This design comes from an exercise in tuning for small area, a short achievable clock period and few clock cycles per item on the open sky130 flow, not from production work.

// configurable_dnn_accelerator
module configurable_dnn_accelerator (
    input clk,
    input rst_n,
    input start,
    input load_params,
    input [7:0] param_data,
    input [3:0] param_addr,       
    input param_valid,
    input [7:0] input_data_0,
    input [7:0] input_data_1,
    input [7:0] input_data_2,
    input [7:0] input_data_3,
    output [15:0] output_data_0,
    output [15:0] output_data_1,
    output reg done,
    output reg valid,
    output reg params_loaded
);
Size: about 3200 cells after synthesis, ~84 I/O pins, about 38000 um^2 of cells after synthesis.
==> flow/config.mk <==
export PLATFORM = sky130hd
export DESIGN_NAME = configurable_dnn_accelerator
export DESIGN_NICKNAME = configurable_dnn_accelerator
export VERILOG_FILES = /design/flow/design.v
export SDC_FILE = /design/flow/constraint.sdc
export NUM_CORES = 4
export LEC_CHECK = 0
export ABC_CLOCK_PERIOD_IN_PS = 6000
export CAP_MARGIN = 0
export CORE_MARGIN = 2
export CORE_UTILIZATION = 40
export SETUP_SLACK_MARGIN = 1.0
export SLEW_MARGIN = 0
export SYNTH_HIERARCHICAL = 1
==> flow/constraint.sdc <==
create_clock -name core_clock -period 9.0 [get_ports {clk}]
set_input_delay 1.8000 -clock core_clock [delete_from_list [all_inputs] [get_ports {clk}]]
set_output_delay 1.8000 -clock core_clock [all_outputs]
set_load 0.01 [all_outputs]
standard.sh (not shown) runs the stock make flow with config.mk's settings and CLKGATE_MAP_FILE= SYNTH_SCRIPT=/design/flow/synth_recipe.tcl, a recipe that flattens the netlist after the stock synthesis.
==> flow/flow/run.sh <==
#!/bin/bash
# Layout: the standard flow (standard.sh, unchanged synthesis, floorplan,
# power grid, placement, CTS and routing), with one change: the port buffers
# that global placement inserts are sky130_fd_sc_hd__buf_4 cells.  Left to
# itself buffer_ports picks clkdlybuf4s50_1, a delay cell, and the timing
# repair (footprint-matched on sky130hd) cannot swap it for a faster buffer.
# Every input and output port still gets its buffer.
set -euo pipefail
export BUFFER_PORTS_ARGS="-buffer_cell sky130_fd_sc_hd__buf_4"
bash standard.sh > standard.log 2>&1
Then changed:
--- a/flow/design.v
+++ b/flow/design.v
@@ -12,18 +12,35 @@
 module dnn_ha (
     input  a,
     input  b,
     output s,
     output co
 );
     assign s  = a ^ b;
     assign co = a & b;
 endmodule
+module dnn_bpp (
+    input  a,
+    input  b,
+    input  one,
+    input  two,
+    input  neg,
+    output y
+);
+    assign y = ~(((a & one) | (b & two)) ^ neg);
+endmodule
+module dnn_addn (
+    input  [15:0] a,
+    input  [15:0] b,
+    output [15:0] y
+);
+    assign y = ~(a + b);
+endmodule
 module configurable_dnn_accelerator (
     input clk,
     input rst_n,
     input start,
     input load_params,
     input [7:0] param_data,
     input [3:0] param_addr,       
     input param_valid,
     input [7:0] input_data_0,
@@ -1977,19 +1994,20 @@
     dnn_fa uout0_s1839 (.a(out0_c1774), .b(out0_s1811), .c(out0_c1810), .s(out0_s1839), .co(out0_c1840));
     wire out0_s1841, out0_c1842;
     dnn_fa uout0_s1841 (.a(out0_c1778), .b(out0_s1813), .c(out0_c1812), .s(out0_s1841), .co(out0_c1842));
     wire out0_s1843, out0_c1844;
     dnn_fa uout0_s1843 (.a(out0_c1782), .b(out0_s1815), .c(out0_c1814), .s(out0_s1843), .co(out0_c1844));
     wire out0_s1845, out0_c1846;
     dnn_fa uout0_s1845 (.a(out0_s1817), .b(out0_c1786), .c(out0_c1816), .s(out0_s1845), .co());
     wire [15:0] out0_ra = {out0_s1845, out0_s1843, out0_s1841, out0_s1839, out0_c1836, out0_c1834, out0_c1832, out0_c1830, out0_c1828, out0_c1826, out0_c1824, out0_c1822, out0_c1820, out0_s1819, out0_c1788, ~(h2[0] & w2_2[0])};
     wire [15:0] out0_rb = {out0_c1844, out0_c1842, out0_c1840, out0_c1838, out0_s1837, out0_s1835, out0_s1833, out0_s1831, out0_s1829, out0_s1827, out0_s1825, out0_s1823, out0_s1821, 1'b1, out0_s1789, out0_s1787};
-    wire [15:0] out0 = ~(out0_ra + out0_rb);
+    wire [15:0] out0;
+    dnn_addn uout0_add (.a(out0_ra), .b(out0_rb), .y(out0));
     wire out1_s1847, out1_c1848;
     dnn_fa uout1_s1847 (.a(b2n_1[6]), .b(~(h0[6] & w2_3[0])), .c(~(h0[5] & w2_3[1])), .s(out1_s1847), .co(out1_c1848));
     wire out1_s1849, out1_c1850;
     dnn_fa uout1_s1849 (.a(~(h0[4] & w2_3[2])), .b(~(h0[3] & w2_3[3])), .c(~(h0[2] & w2_3[4])), .s(out1_s1849), .co(out1_c1850));
     wire out1_s1851, out1_c1852;
     dnn_fa uout1_s1851 (.a(b2n_1[7]), .b(~(h0[7] & w2_3[0])), .c(~(h0[6] & w2_3[1])), .s(out1_s1851), .co(out1_c1852));
     wire out1_s1853, out1_c1854;
     dnn_fa uout1_s1853 (.a(~(h0[5] & w2_3[2])), .b(~(h0[4] & w2_3[3])), .c(~(h0[3] & w2_3[4])), .s(out1_s1853), .co(out1_c1854));
     wire out1_s1855, out1_c1856;
@@ -2344,13 +2362,14 @@
     dnn_fa uout1_s2203 (.a(out1_c2138), .b(out1_s2175), .c(out1_c2174), .s(out1_s2203), .co(out1_c2204));
     wire out1_s2205, out1_c2206;
     dnn_fa uout1_s2205 (.a(out1_c2142), .b(out1_s2177), .c(out1_c2176), .s(out1_s2205), .co(out1_c2206));
     wire out1_s2207, out1_c2208;
     dnn_fa uout1_s2207 (.a(out1_c2146), .b(out1_s2179), .c(out1_c2178), .s(out1_s2207), .co(out1_c2208));
     wire out1_s2209, out1_c2210;
     dnn_fa uout1_s2209 (.a(out1_s2181), .b(out1_c2150), .c(out1_c2180), .s(out1_s2209), .co());
     wire [15:0] out1_ra = {out1_s2209, out1_s2207, out1_s2205, out1_s2203, out1_c2200, out1_c2198, out1_c2196, out1_c2194, out1_c2192, out1_c2190, out1_c2188, out1_c2186, out1_c2184, out1_s2183, out1_c2152, ~(h2[0] & w2_5[0])};
     wire [15:0] out1_rb = {out1_c2208, out1_c2206, out1_c2204, out1_c2202, out1_s2201, out1_s2199, out1_s2197, out1_s2195, out1_s2193, out1_s2191, out1_s2189, out1_s2187, out1_s2185, 1'b1, out1_s2153, out1_s2151};
-    wire [15:0] out1 = ~(out1_ra + out1_rb);
+    wire [15:0] out1;
+    dnn_addn uout1_add (.a(out1_ra), .b(out1_rb), .y(out1));
     assign output_data_0 = out0;
     assign output_data_1 = out1;
 endmodule
Outcome:
- The new run passed the timing, design-rule and antenna checks
- global-route usage goes up by 0.18 points
- via count goes up by 4.0%
- maximum frequency goes up by 2.3%
- cell area goes up by 2.3%
- worst setup slack improved by 0.18 ns
- worst hold slack improved by 0.0051 ns
Function was not checked in any run of this note: the RTL went through the layout flow alone.

[port drivers added, routing unchanged]
The results above use ideal ports. As a check the final layouts listed here were re-extracted and re-timed, cells and wires unchanged. Step 1, drivers: a clkbuf_16 drives clk and a buf_2 each remaining input, both assumed. Step 2 adds t to the input delays and takes it off the output delays; t is the mean of the earliest and latest rising clock arrival at the registers after step 1. Input paths then give back, and output paths get back, about the clock's delay inside the block. Slacks: ideal ports / drivers / drivers and shift; pairs: ideal ports / drivers.
| run | t, ns | setup slack, ns | worst hold slack (ns) | slew at the worst register clock pin (ns) |
|---|---|---|---|---|
| the first run | 0.686 | 0.909 / 0.840 / 0.595 | 0.492 / 0.492 / 0.492 | 0.08 / 0.08 |
| the second run | 0.625 | 1.090 / 1.026 / 0.800 | 0.497 / 0.497 / 0.497 | 0.07 / 0.07 |
After both steps every run listed still meets setup and hold. For the first run, which loses most, drivers alone change the setup slack by -0.069 ns; drivers and shift together by -0.314 ns.
